From an optimization exercise on the open Yosys and OpenROAD flow, aimed at small area, a short achievable clock period and few clock cycles; shortcuts taken in it are not production practice. Only simulation tests tie the RTL to the original design; equivalence was not proved. Power figures rest on the tool's default switching activity, not on a simulated workload.

==> flow/design.v <==
module ysyx_22050612_divider(
	input clk,
	input rst,
	input div_valid,
	input flush,
	input divw,
	input div_signed,
	input [63:0]dividend,
	input [63:0]divisor,
	output div_ready,
	output out_valid,
	output [63:0]quotient,
	output [63:0]remainder
);
reg        v1;
reg [63:0] xa1, xb1;    
reg        sa1, sb1;    
reg        w1, z1;      
reg [6:0]  la1, lb1;    
reg        busy;        
reg        done;        
reg [63:0] rem;         
reg [63:0] dsr;         
reg [63:0] quo;         
reg [63:0] quom;        
reg [4:0]  cnt;         
reg        qneg, rneg;
wire go = v1 & ~busy;   
wire load1 = ~v1 | go;  
assign div_ready = load1;
assign out_valid = done;
wire sa = div_signed & (divw ? dividend[31] : dividend[63]);
wire sb = div_signed & (divw ? divisor[31]  : divisor[63]);
wire [63:0] xa = divw ? {32'b0, dividend[31:0] ^ {32{sa}}} : (dividend ^ {64{sa}});
wire [63:0] xb = divw ? {32'b0, divisor[31:0]  ^ {32{sb}}} : (divisor  ^ {64{sb}});
wire        bz = divw ? ~|divisor[31:0] : ~|divisor;
function [6:0] nbits(input [63:0] x);
	reg [31:0] v1; reg [4:0] p1 [0:31];
	reg [15:0] v2; reg [4:0] p2 [0:15];
	reg [7:0]  v3; reg [4:0] p3 [0:7];
	reg [3:0]  v4; reg [4:0] p4 [0:3];
	reg [1:0]  v5; reg [4:0] p5 [0:1];
	reg [5:0]  p;
	integer i;
	begin
		for (i = 0; i < 32; i = i + 1) begin
			v1[i] = x[2*i+1] | x[2*i];
			p1[i] = {4'b0, x[2*i+1]};
		end
		for (i = 0; i < 16; i = i + 1) begin
			v2[i] = v1[2*i+1] | v1[2*i];
			p2[i] = v1[2*i+1] ? {3'b0, 1'b1, p1[2*i+1][0]} : {3'b0, 1'b0, p1[2*i][0]};
		end
		for (i = 0; i < 8; i = i + 1) begin
			v3[i] = v2[2*i+1] | v2[2*i];
			p3[i] = v2[2*i+1] ? {2'b0, 1'b1, p2[2*i+1][1:0]} : {2'b0, 1'b0, p2[2*i][1:0]};
		end
		for (i = 0; i < 4; i = i + 1) begin
			v4[i] = v3[2*i+1] | v3[2*i];
			p4[i] = v3[2*i+1] ? {1'b0, 1'b1, p3[2*i+1][2:0]} : {1'b0, 1'b0, p3[2*i][2:0]};
		end
		for (i = 0; i < 2; i = i + 1) begin
			v5[i] = v4[2*i+1] | v4[2*i];
			p5[i] = v4[2*i+1] ? {1'b1, p4[2*i+1][3:0]} : {1'b0, p4[2*i][3:0]};
		end
		p = v5[1] ? {1'b1, p5[1]} : {1'b0, p5[0]};
		nbits = (v5[1] | v5[0]) ? {1'b0, p} + 7'd1 : 7'd0;
	end
endfunction
wire ma = &(~xa[63:1] | xa[62:0]);
wire mb = &(~xb[63:1] | xb[62:0]);
wire [6:0] la = nbits(xa) + {6'b0, sa & ma};
wire [6:0] lb = nbits(xb) + {6'b0, sb & mb};
always @(posedge clk) begin
	if (rst || flush) v1 <= 1'b0;
	else              v1 <= (div_valid & load1) | (v1 & ~go);
end
always @(posedge clk) begin
	if (load1) begin
		xa1 <= xa;
		xb1 <= xb;
		sa1 <= sa;
		sb1 <= sb;
		w1  <= divw;
		z1  <= bz;
		la1 <= la;
		lb1 <= lb;
	end
end
wire [7:0] sh = {1'b0, la1} - {1'b0, lb1};
wire       qzero = sh[7];    
wire [63:0] bb = xb1 + {63'b0, sb1};
wire [63:0] qz = w1 ? 64'h00000000FFFFFFFF : 64'hFFFFFFFFFFFFFFFF;
function is_m1(input [66:0] a, input [66:0] b);
	begin
		is_m1 = ~(a[0] ^ b[0]) & (&((a[66:1] ^ b[66:1]) ^ (a[65:0] & b[65:0])));
	end
endfunction
wire [66:0] ta = {{3{rneg & rem[63]}}, rem};
wire [66:0] t1 = ~{3'b0, dsr};
wire [66:0] t2 = ~{2'b0, dsr, 1'b0};
wire [66:0] s1 = ta - {3'b0, dsr};
wire [66:0] s2 = ta - {2'b0, dsr, 1'b0};
wire [66:0] cs = ta ^ t1 ^ t2;
wire [66:0] cc = {(ta[65:0] & t1[65:0]) | (ta[65:0] & t2[65:0]) | (t1[65:0] & t2[65:0]), 1'b1};
wire [66:0] s3 = cs - ~cc;
wire ge1 = ~s1[66] | (rneg & is_m1(ta, t1));
wire ge2 = ~s2[66] | (rneg & is_m1(ta, t2));
wire ge3 = ~s3[66] | (rneg & is_m1(cs, cc));
wire [1:0] qd = ge3 ? 2'd3 : ge2 ? 2'd2 : ge1 ? 2'd1 : 2'd0;
wire [63:0] rnext = ge3 ? s3[63:0] : ge2 ? s2[63:0] : ge1 ? s1[63:0] : rem;
always @(posedge clk) begin
	if (rst || flush) begin
		busy <= 1'b0;
		done <= 1'b0;
	end else if (go) begin
		busy <= ~(z1 | qzero);
		done <= z1 | qzero;
	end else begin
		busy <= busy & (cnt != 5'd0);
		done <= busy & (cnt == 5'd0);
	end
end
always @(posedge clk) begin
	if (go) begin
		rem  <= xa1;
		dsr  <= bb << {sh[5:1], 1'b0};
		quo  <= z1 ? qz : 64'b0;
		quom <= z1 ? {qz[63:1], 1'b0} : 64'hFFFFFFFFFFFFFFFF;
		cnt  <= sh[5:1];
		qneg <= sa1 ^ sb1;
		rneg <= sa1;
	end else if (busy) begin
		rem  <= rnext;
		dsr  <= dsr >> 2;
		quo  <= {quo[61:0], qd};
		quom <= (qd != 2'd0) ? {quo[61:0], qd - 2'd1} : {quom[61:0], 2'b11};
		cnt  <= cnt - 5'd1;
	end
end
assign quotient  = qneg ? ~quom : quo;
assign remainder = rneg ? ~rem : rem;
endmodule
==> flow/run.sh <==
#!/bin/bash
# synth_recipe.tcl (not shown) runs the flow's synth.tcl, then flattens the netlist and writes it again
# the make line also repeats each setting of config.mk as NAME=value (left out here)
make -C /OpenROAD-flow-scripts/flow DESIGN_CONFIG=/design/flow/config.mk WORK_HOME=/design/flow/orfs CLKGATE_MAP_FILE= SYNTH_SCRIPT=/design/flow/synth_recipe.tcl finish
==> flow/config.mk <==
export PLATFORM = sky130hd
export DESIGN_NAME = ysyx_22050612_divider
export DESIGN_NICKNAME = ysyx_22050612_divider
export VERILOG_FILES = /design/flow/design.v
export SDC_FILE = /design/flow/constraint.sdc
export NUM_CORES = 4
export LEC_CHECK = 0
export ABC_AREA = 1
export CAP_MARGIN = 20
export CORE_MARGIN = 2
export CORE_UTILIZATION = 40
export SETUP_SLACK_MARGIN = 5
export SLEW_MARGIN = 20
==> flow/constraint.sdc <==
create_clock -name core_clock -period 10.0 [get_ports {clk}]
set_input_delay 2.0000 -clock core_clock [delete_from_list [all_inputs] [get_ports {clk}]]
set_output_delay 2.0000 -clock core_clock [all_outputs]
set_load 0.01 [all_outputs]
==> results of run 1 <==
[worst max-delay path: cells and delay by family (launching register included)]
| family | cells | cell delay [ns] |
|---|---|---|
| fa+ha+maj | 2 | 0.86 |
| buf+inv | 3 | 0.75 |
| simple gates | 11 | 2.00 |
| compound gates | 1 | 0.57 |
| flops | 1 | 0.43 |
[cell usage in the layout (no fill, tap or decap), types with 13 or more instances in the layout]
cell type,n
a21boi_0,13
a21o_1,17
a21oi_1,233
a31oi_1,67
buf_12,18
buf_4,187
clkbuf_16,58
clkdlybuf4s50_1,257
clkinvlp_4,26
edfxtp_1,409
fa_1,239
ha_1,202
ha_4,14
inv_1,951
inv_2,19
nand2_1,1826
nand2_2,36
nand3_1,578
nand3_2,31
nand3b_1,18
nand4_1,77
nor2_1,495
nor2_2,32
nor2_4,14
nor3_1,35
nor4_1,42
o211ai_1,58
o21a_1,23
o21ai_0,504
o21ai_1,28
o21bai_1,24
o221ai_1,13
o22ai_1,41
or2_2,50
xnor2_1,78
xor2_1,186
[path summary, 6_finish.rpt]
check	endpoint	slack, ns	cells past startpoint
worst max register to register	rem[16]	4.98	17
worst min-delay path	rem[13]	0.51	2
worst max-delay path	rem[16]	4.98	17
worst min register to register	rem[13]	0.51	2
[flip-flops by register name, indices dropped and copies added (netlist names)]
signal / cells
sb1: 1
z1: 1
qneg: 1
quo: 64
dsr: 64
w1: 1
v1: 1
lb1: 7
rem: 64
cnt: 5
sa1: 1
done: 1
xb1: 64
busy: 1
la1: 7
rneg: 1
xa1: 64
quom: 64
[layout make-up]
| cell class | instances | area (um2) |
|---|---|---|
| Clock inverter | 35 | 398 |
| Antenna cell | 5 | 12.5 |
| Tap cell | 1524 | 1910 |
| Inverter | 1015 | 3980 |
| Timing Repair inverter | 1 | 11.3 |
| Multi-Input combinational cell | 5095 | 30900 |
| Fill cell | 11818 | 60400 |
| Sequential cell | 412 | 12300 |
| Clock buffer | 61 | 1360 |
| Timing Repair Buffer | 499 | 5140 |
[cells by family after synthesis]
kind of cell,Yosys count
AOI/OAI and AO/OA,1065
buffers and inverters,1235
DFF,412
muxes,6
adders and majority gates,470
and+or+nand+nor,3279
xor gates and xnor gates,268
[timing repair]
action,CTS,global route
gates cloned,17,8
setup buffers,115,62
hold buffers,0,0
setup endpoints to repair,237,153
gates resized for setup,181,163
pin swaps,20,45
[power by group through the flow]
| stage | clock network [mW] | registers [mW] | logic [mW] |
|---|---|---|---|
| 2_1_floorplan | 0 | 2.24 | 3.59 |
| 3_3_place_gp | 0 | 2.32 | 5.76 |
| 3_5_place_dp | 0 | 2.32 | 5.71 |
| 4_1_cts | 2.02 | 2.26 | 5.98 |
| 5_1_grt | 2.07 | 2.28 | 6.73 |
| 6_report | 1.99 | 2.26 | 6.31 |
[through the flow]
stage	power (mW)	std cells
floorplan	5.83	6735
global placement	8.08	8342
finish	10.6	8647
global route	11.1	8642
CTS	10.3	8572
detailed placement	8.03	8344
[cells in the mapped netlist (5+ instances only)]
| master | n | area, um2 |
|---|---|---|
| nand3_1 | 602 | 3010 |
| nand3b_1 | 18 | 135 |
| inv_2 | 7 | 26.3 |
| ha_1 | 219 | 2740 |
| o21ai_0 | 533 | 2670 |
| buf_1 | 29 | 109 |
| xnor2_1 | 80 | 701 |
| xor2_1 | 188 | 1650 |
| o221ai_1 | 13 | 114 |
| inv_1 | 1003 | 3760 |
| buf_4 | 6 | 45.0 |
| buf_6 | 12 | 135 |
| a221oi_1 | 6 | 52.6 |
| or2_2 | 50 | 313 |
| nand4_1 | 77 | 482 |
| a21boi_0 | 14 | 105 |
| nor3_1 | 39 | 195 |
| o22ai_1 | 42 | 263 |
| nor4b_1 | 6 | 52.6 |
| nand2_1 | 1861 | 6990 |
| o21a_1 | 23 | 173 |
| a21oi_1 | 236 | 1180 |
| edfxtp_1 | 409 | 12300 |
| nand3_2 | 8 | 80.1 |
| nand2_2 | 5 | 31.3 |
| nor4_1 | 53 | 332 |
| o211ai_1 | 58 | 435 |
| fa_1 | 251 | 5020 |
| a21o_1 | 17 | 128 |
| nor2_2 | 8 | 50.1 |
| mux2i_1 | 6 | 60.1 |
| o21bai_1 | 25 | 188 |
| clkbuf_1 | 144 | 541 |
| buf_2 | 29 | 145 |
| a22oi_1 | 6 | 45.0 |
| a31oi_1 | 67 | 419 |
| nor2_1 | 531 | 1990 |
[per-layer routing]
metal	track usage, %	wire [um]
met5	0.160	13
met1	50.1	94700
met4	11.7	8560
met2	53.1	93600
met3	10.7	26100
==> impl_metrics.yaml, run 1 <==
synthesis:
  synth-simple-area-share_pct: 29.4
  yosysWarningCount: 11
  synth_mux_area_share_pct: 0.127
  postSynthAreaPerCell_um2: 7.00
  syn_area_um2: 47100
  syn_inst: 6735
  synthArstFlopShare_pct: 0
  synth_top_family_by_area: "simple AND/OR/NAND/NOR gates"
  synth_edf_count: 409
  synth-xor-area-share_pct: 4.98
  ys_ff_latch: 412
  synth.yosys.seq_area_share_pct: 26.2
  synth_nets: 7339
  synth-adder-area-share_pct: 16.5
  yosys_most_used_dff: "edfxtp_1"
  ys_types: 63
  synth_compound_area_share_pct: 12.7
die:
  die_x_um: 347
  fp-row-count: 125
  die-area_um2: 121000
  core_area_um2: 117000
  chipHeight_um: 347
  io-pin-count: 264
  initial_core_util_pct: 40.4
critical_path:
  path_class: "reg -> reg"
  crit_slowest_cell: "o211ai_1"
  cp_data_arrival_time_ns: 5.44
  end_kind: "register"
  crit_path_max_incr_delay_ns: 0.57
  r2r_start: "dsr[17]"
  startpoint: "dsr[17]"
  startpoint_type: "register"
  path_common_cell: "nand2_1"
  crit_chain: "clkinvlp_4 -> fa_2 -> ha_4 -> nand2_1 -> nor2_2 -> inv_1 -> nor3_4 -> nand4_1 -> nor2_1 -> nand2_1 -> nand3b_1 -> nor2_1 -> nor2_4 -> buf_8 -> o211ai_1 -> nand3_1 -> nand2_1"
  critPathRequiredTime_ns: 10.41
  cp_max_fo: 66
drt:
  wirelength_um: 223000
  antenna_left: 0
  wl_per_cell_um: 25.8
  vias_per_cell: 5.73
  drt_iter0_markers: 5826
  via_count: 49586
  drc: 0
  firstDrtPassIters: 6
cts:
  cts_sinks: 412
  clk_latency_ns: 0.66
  cts-root-buf: "clkbuf_16"
  path_clk_slew_ns: 0.06
  numCtsBuffers: 51
  cts_buffer_depth: 3
  cts_tree: "yes"
  htreeDepth: 2
timing:
  rsz0062_at_grt: "true"
  setup_tns_ns: 0
  timing.final.ws_setup_ns: 4.98
  finalCriticalPeriod_ns: 5.02
  hold_ws_ns: 0.513
  worst_slew_pin_slew_ns: 1.17
  timing.final.crit_share_pct: 50.2
  slew_violations: 0
  hold_viol_final: 0
  fmax_mhz: 199
  relSlewSlack_pct: 21.4
  fin_skew_ns: 0.0507
  setup_violations: 0
outcome:
  status: "finished clean"
pwr:
  switchingPower_mw: 5.35
  clockPowerShare_pct: 18.8
  power_frac_comb_pct: 59.8
  p_sw_share_pct: 50.6
  vdd_ir_drop_max_v: 0.000217
  p_int_mw: 5.22
  power_density_nw_per_um2: 188
  leakage_nw: 25.2
  p_seq_share_pct: 21.4
placed_design:
  globalplace.congestion: 1.09
  dpl_cell_area_um2: 51100
  hpwl_um: 179000
  portBuffers: 263
  dp_slack_ns: 3.03
global_route:
  grt_max_degree: 174
  overflow: 0
  grt_antenna_before_repair: 7
  grt.total_usage_pct: 36.0
  grt_pass1_vias: 47005
  grt_pass1_wl_um: 319000
min_path:
  worstHoldPathType: "reg -> reg"
  min-delay-start: "xa1[13]"
cells_and_area:
  fin_nets: 7679
  postLayoutCoreUtil_pct: 48.1
  final_layout_size_suffix_gt1_share_pct: 8.84
  syn_to_final_growth_pct: 19.0
  design_area_um2: 56100
run:
  maxCapViolCount: 0
Testbench counts, summed over its fixed seeds: cycles 3,811.
==> run 2, diff against run 1 <==
--- a/flow/config.mk
+++ b/flow/config.mk
@@ -7,3 +7,2 @@
 export LEC_CHECK = 0
-export ABC_AREA = 1
 export CAP_MARGIN = 20
==> impl_metrics.yaml, run 2 <==
synthesis:
  yosys_most_used_dff: "edfxtp_1"
  synth_nets: 5574
  yosysMostFrequentCell: "nand2_1"
  ys_types: 102
  synth_edf_count: 409
  synthTopCellsByArea: "edfxtp_1, fa_1, ha_1, xnor2_1, nand2_1"
  syn_inst: 4970
  synthArstFlopShare_pct: 0
  synth_common_cells: "nand2_1, nor2_1, inv_1"
  yosysWarningCount: 11
  synth.yosys.seq_area_share_pct: 28.2
  synth_top_area_cell: "edfxtp_1"
  ys_ff_latch: 412
  synth_top_area_share_pct: 28.1
  syn_area_um2: 43800
  postSynthAreaPerCell_um2: 8.81
outcome:
  status: "finished clean"
pwr:
  power_frac_comb_pct: 56.8
  p_sw_share_pct: 46.0
  p_seq_share_pct: 23.1
  leakage_nw: 20.1
  clockPowerShare_pct: 20.1
  vdd_ir_drop_max_v: 0.000150
  power_density_nw_per_um2: 198
  switchingPower_mw: 4.70
  p_int_mw: 5.51
cells_and_area:
  stdcell_count: 6659
  most-common-layout-cells: "nand2_1, nor2_1, edfxtp_1"
  layout_commonest_cell: "nand2_1"
  syn_to_final_growth_pct: 18.0
  final_layout_size_suffix_gt1_share_pct: 9.86
  fin_nets: 5806
global_route:
  grt_pass1_vias: 37383
  overflow: 0
  grt_max_degree: 127
  grt_antenna_before_repair: 10
  grt.total_usage_pct: 29.4
  grt_pass1_wl_um: 249000
critical_path:
  cp_data_arrival_time_ns: 5.43
  r2r_start: "dsr[36]"
  end_kind: "register"
  startpoint: "dsr[36]"
  path_class: "reg -> reg"
  cp_max_fo: 6
  startpoint_type: "register"
  critPathRequiredTime_ns: 10.36
timing:
  rsz0062_at_grt: "true"
  finalCriticalPeriod_ns: 5.07
  hold_viol_final: 0
  setup_violations: 0
  worst_slew_pin_slew_ns: 1.28
  timing.final.crit_share_pct: 50.7
  fin_skew_ns: 0.0411
  setup_tns_ns: 0
  relSlewSlack_pct: 14.3
  slew_violations: 0
  hold_ws_ns: 0.539
  timing.final.ws_setup_ns: 4.93
  fmax_mhz: 197
cts:
  cts-root-buf: "clkbuf_16"
  cts_tree: "yes"
  path_clk_slew_ns: 0.07
  numCtsBuffers: 51
  clk_latency_ns: 0.67
  htreeDepth: 2
  cts_buffer_depth: 3
  cts_sinks: 412
die:
  chipHeight_um: 335
  core_area_um2: 109000
  fp-row-count: 121
  die-area_um2: 112000
  die_x_um: 335
  initial_core_util_pct: 40.3
  io-pin-count: 264
placed_design:
  portBuffers: 263
  dp_cells: 6432
  hpwl_um: 132000
  dp_slack_ns: 2.85
  globalplace.congestion: 1.00
drt:
  wl_per_cell_um: 25.7
  wirelength_um: 171000
  via_count: 40042
  antenna_left: 0
  drt_iter0_markers: 4560
  vias_per_cell: 6.01
  firstDrtPassIters: 6
  drc: 0
min_path:
  min-delay-start: "xa1[47]"
  worstHoldPathType: "reg -> reg"
run:
  maxCapViolCount: 0
[run 2: stage by stage]
stage / total power [mW] / utilization, % / instance area (um2)
floorplan: 5.78 / - / 43900
detailed placement: 7.66 / 43.8 / 47600
finish: 10.2 / 47.5 / 51700
global route: 10.7 / 47.5 / 51700
global placement: 7.65 / 43.8 / 47600
CTS: 9.90 / 46.2 / 50300
[run 2: timing repair]
action                     in CTS  in global routing
pin swaps                      13                 26
gates cloned                    8                 11
gates resized for setup       122                152
setup endpoints to repair     270                231
hold buffers                    0                  0
buffers inserted               27                 84
[run 2: final timing paths]
check	end	slack, ns	cells after the start
max reg2reg	quom[23]	4.93	19
min reg2reg	rem[47]	0.54	2
min	rem[47]	0.54	2
max	quom[23]	4.93	19
[run 2: logic make-up after synthesis]
logic type / Yosys count / share of synthesized area, %
AND/OR/NAND/NOR: 1627 / 17.7
AO/OA/AOI/OAI: 1143 / 17.2
adder cells (fa/ha/maj): 470 / 17.7
XOR/XNOR: 443 / 8.86
multiplexers: 172 / 4.05
flip-flops: 412 / 28.2
buffers and inverters: 703 / 6.21
[run 2: metal layers]
metal / vias up / part of all wire [%] / global-route usage (%)
li1: 18331 / - / -
met1: 19702 / 43 / 41.7
met2: 1719 / 44 / 45.3
met3: 278 / 8.6 / 5.56
met4: 12 / 3.9 / 9.28
met5: - / 0.043 / 0
[run 2: cell type report]
cell class,instances,area (um2)
diodes,3,7.51
clock buffers,51,1280
clock inverters,42,531
fillers,10591,57000
inverters,451,1840
multi-input cells,3858,29500
flip-flops and latches,412,12300
well taps,1414,1770
repair buffers,425,4330
repair inverters,3,26.3
[run 2: critical path, stage by stage, from the launching register on]
cell	delay (ns)
edfxtp_1	0.52
clkinvlp_4	0.30
fa_1	0.57
ha_2	0.18
inv_2	0.03
fa_2	0.46
nor4b_2	0.26
nand4_1	0.30
nor4_2	0.39
nand4_1	0.28
nand3_2	0.21
mux2i_4	0.10
nor2_4	0.24
buf_6	0.14
nor2_4	0.04
ha_4	0.20
buf_12	0.15
clkbuf_16	0.17
mux2i_1	0.14
nand2_1	0.07
[run 2: power by group through the flow]
stage               Combinational, mW  Clock [mW]  Sequential (mW)
floorplan                        3.48           0             2.30
global placement                 5.24           0             2.40
detailed placement               5.26           0             2.40
CTS                              5.46        2.09             2.36
global route                     6.19        2.14             2.38
finish                           5.80        2.06             2.36
==> run 3, diff against run 2 <==
==> flow/flow/run.sh (new file) <==
#!/bin/bash
set -euo pipefail
export SETUP_SLACK_MARGIN=6.5
bash standard.sh > standard.log 2>&1
==> flow/standard.sh (new file) <==
#!/bin/bash
# synth_recipe.tcl (not shown) runs the flow's synth.tcl, then flattens the netlist and writes it again
# the make line also repeats each setting of config.mk as NAME=value (left out here)
make -C /OpenROAD-flow-scripts/flow DESIGN_CONFIG=/design/flow/config.mk WORK_HOME=/design/flow/orfs CLKGATE_MAP_FILE= SYNTH_SCRIPT=/design/flow/synth_recipe.tcl "${@:-finish}"
--- a/flow/config.mk
+++ b/flow/config.mk
@@ -10,3 +10,2 @@
 export CORE_UTILIZATION = 40
-export SETUP_SLACK_MARGIN = 5
 export SLEW_MARGIN = 20
removed: flow/run.sh
==> impl_metrics.yaml, run 3 <==
timing:
  hold_viol_final: 0
  setup_tns_ns: 0
  rsz0062_at_grt: "true"
  worst_slew_pin_slew_ns: 1.22
  slew_violations: 0
  relSlewSlack_pct: 17.9
  finalCriticalPeriod_ns: 5.09
  fmax_mhz: 196
  timing.final.ws_setup_ns: 4.91
  timing.final.crit_share_pct: 50.9
  fin_skew_ns: 0.0286
  setup_violations: 0
  hold_ws_ns: 0.575
die:
  io-pin-count: 264
  die-area_um2: 112000
  fp-row-count: 121
  chipHeight_um: 335
  core_area_um2: 109000
  die_x_um: 335
  initial_core_util_pct: 40.3
global_route:
  grt_pass1_wl_um: 281000
  overflow: 0
  grt.total_usage_pct: 33.5
  grt_antenna_before_repair: 15
  grt_pass1_vias: 41707
  grt_max_degree: 99
cts:
  numCtsBuffers: 51
  path_clk_slew_ns: 0.06
  cts_sinks: 412
  clk_latency_ns: 0.64
  hold_buffers: 0
  cts_tree: "yes"
  htreeDepth: 2
  cts-root-buf: "clkbuf_16"
  cts_buffer_depth: 3
pwr:
  clockPowerShare_pct: 17.2
  p_int_mw: 6.24
  power_density_nw_per_um2: 194
  vdd_ir_drop_max_v: 0.000174
  p_seq_share_pct: 20.2
  power_frac_comb_pct: 62.6
  p_sw_share_pct: 46.2
  leakage_nw: 23.8
  switchingPower_mw: 5.36
  power_mw: 11.6
synthesis:
  synth_top_area_cell: "edfxtp_1"
  synth_top_area_share_pct: 28.1
  synthArstFlopShare_pct: 0
  postSynthAreaPerCell_um2: 8.81
  yosys_most_used_dff: "edfxtp_1"
  synth.yosys.seq_area_share_pct: 28.2
  syn_inst: 4970
  synth_nets: 5574
  synthTopCellsByArea: "edfxtp_1, fa_1, ha_1, xnor2_1, nand2_1"
  yosysWarningCount: 11
  yosysMostFrequentCell: "nand2_1"
  synth_common_cells: "nand2_1, nor2_1, inv_1"
  synth_edf_count: 409
  ys_types: 102
  syn_area_um2: 43800
  ys_ff_latch: 412
drt:
  firstDrtPassIters: 8
  vias_per_cell: 6.18
  via_count: 43680
  wirelength_um: 196000
  drt_iter0_markers: 5718
  drc: 0
  wl_per_cell_um: 27.7
  antenna_left: 0
critical_path:
  crit_path_max_incr_delay_ns: 0.68
  critPathRequiredTime_ns: 10.33
  crit_chain: "fa_1 -> ha_1 -> inv_1 -> fa_1 -> nor4_2 -> nand4_1 -> nor4_2 -> nand4_1 -> nand3_1 -> nand2_2 -> nor2_4 -> buf_12 -> nor2_4 -> ha_4 -> buf_12 -> buf_16 -> mux2i_1 -> nand2_1"
  crit_slowest_cell: "fa_1"
  path_class: "reg -> reg"
  end_kind: "register"
  cp_max_fo: 8
  cp_data_arrival_time_ns: 5.42
  crit_buf_inv: 4
  path_delay_family: "simple AND/OR/NAND/NOR gates"
  startpoint_type: "register"
placed_design:
  dp_cells: 6433
  globalplace.congestion: 1.01
  dp_slack_ns: 2.95
  portBuffers: 263
  dpl_cell_area_um2: 48000
  hpwl_um: 134000
cells_and_area:
  stdcell_count: 7073
  syn_to_final_growth_pct: 36.5
  most-common-layout-cells: "nand2_1, edfxtp_1, inv_1"
  design_area_um2: 59800
  final_layout_size_suffix_gt1_share_pct: 28.3
  postLayoutCoreUtil_pct: 55.0
  layout_commonest_cell: "nand2_1"
  fin_nets: 6215
run:
  maxCapViolCount: 0
min_path:
  worstHoldPathType: "reg -> reg"
outcome:
  status: "finished clean"
[run 3: final timing paths]
| kind | from | to | slack [ns] | cells after the start |
|---|---|---|---|---|
| max | rem[59] | quom[27] | 4.91 | 18 |
| min | xa1[53] | rem[53] | 0.58 | 2 |
| max reg2reg | rem[59] | quom[27] | 4.91 | 18 |
| min reg2reg | xa1[53] | rem[53] | 0.58 | 2 |
[run 3: logic make-up after synthesis]
group / count (synthesis) / share of synthesized area [%]
buf+inv: 703 / 6.21
compound gates: 1143 / 17.2
xor+xnor: 443 / 8.86
mux: 172 / 4.05
simple gates: 1627 / 17.7
fa+ha+maj: 470 / 17.7
flops: 412 / 28.2
[run 3: timing repair]
| action | in CTS | in global routing |
|---|---|---|
| setup endpoints to repair | 508 | 373 |
| pin swaps | 184 | 137 |
| hold endpoints to repair | 0 | 0 |
| gates cloned | 65 | 8 |
| setup buffers | 342 | 123 |
| resized for setup | 1598 | 389 |
[run 3: worst register-to-register path: stages, from the launching register on]
cell,delay [ns]
edfxtp_1,0.65
fa_1,0.68
ha_1,0.16
inv_1,0.05
fa_1,0.51
nor4_2,0.43
nand4_1,0.24
nor4_2,0.33
nand4_1,0.27
nand3_1,0.22
nand2_2,0.10
nor2_4,0.20
buf_12,0.15
nor2_4,0.05
ha_4,0.19
buf_12,0.15
buf_16,0.17
mux2i_1,0.15
nand2_1,0.08
[run 3: power groups by stage]
stage	Combinational (mW)	Clock, mW	Sequential [mW]
3_3_place_gp	5.32	0	2.40
3_5_place_dp	5.33	0	2.40
2_1_floorplan	3.57	0	2.29
6_report	7.27	1.99	2.34
5_1_grt	7.61	2.07	2.35
4_1_cts	6.55	2.01	2.33
[run 3: final cells by class]
| cell class | instances | area, um2 |
|---|---|---|
| well taps | 1414 | 1770 |
| clock inverters | 37 | 437 |
| diodes | 7 | 17.5 |
| inverters | 451 | 1810 |
| flip-flops and latches | 412 | 12300 |
| multi-input cells | 3863 | 33200 |
| fillers | 9664 | 48900 |
| repair buffers | 824 | 8800 |
| repair inverters | 8 | 95.1 |
| clock buffers | 57 | 1320 |
[run 3: routing by layer]
layer / vias to the layer above / GRT usage, % / routed length, um
li1: 19166 / - / -
met1: 21459 / 45.4 / 78100
met2: 2519 / 51.7 / 86100
met3: 520 / 6.66 / 20200
met4: 16 / 15.0 / 11300
met5: - / 0 / 145

## static timing again, ports no longer ideal
How much do the figures lean on ideal ports? The routed layouts below were timed once more, with nothing changed but the port constraints. Step 1 (the two cells are an assumption about what drives the block):
set clk [get_ports {clk}]
set_driving_cell -lib_cell sky130_fd_sc_hd__clkbuf_16 $clk
set_driving_cell -lib_cell sky130_fd_sc_hd__buf_2 [delete_from_list [all_inputs] $clk]
Step 2 also shifts input and output timing later by t, the mid clock arrival at the registers, as if the neighbouring blocks saw the same clock. Three values: no drivers, after step 1, after step 2; two values: the first two.
run	t, ns	setup WS [ns]	worst setup path at the end	cell pins on the clock port's net
run 1	0.718	4.975 / 4.975 / 4.264	input to register	1
run 2	0.724	4.929 / 4.929 / 4.421	input to register	1
run 3	0.699	4.910 / 4.910 / 4.637	input to register	1
After both steps every run listed still meets setup and hold. For run 1, which loses most, drivers alone change the setup slack by 0.000 ns; drivers and shift together by -0.711 ns.
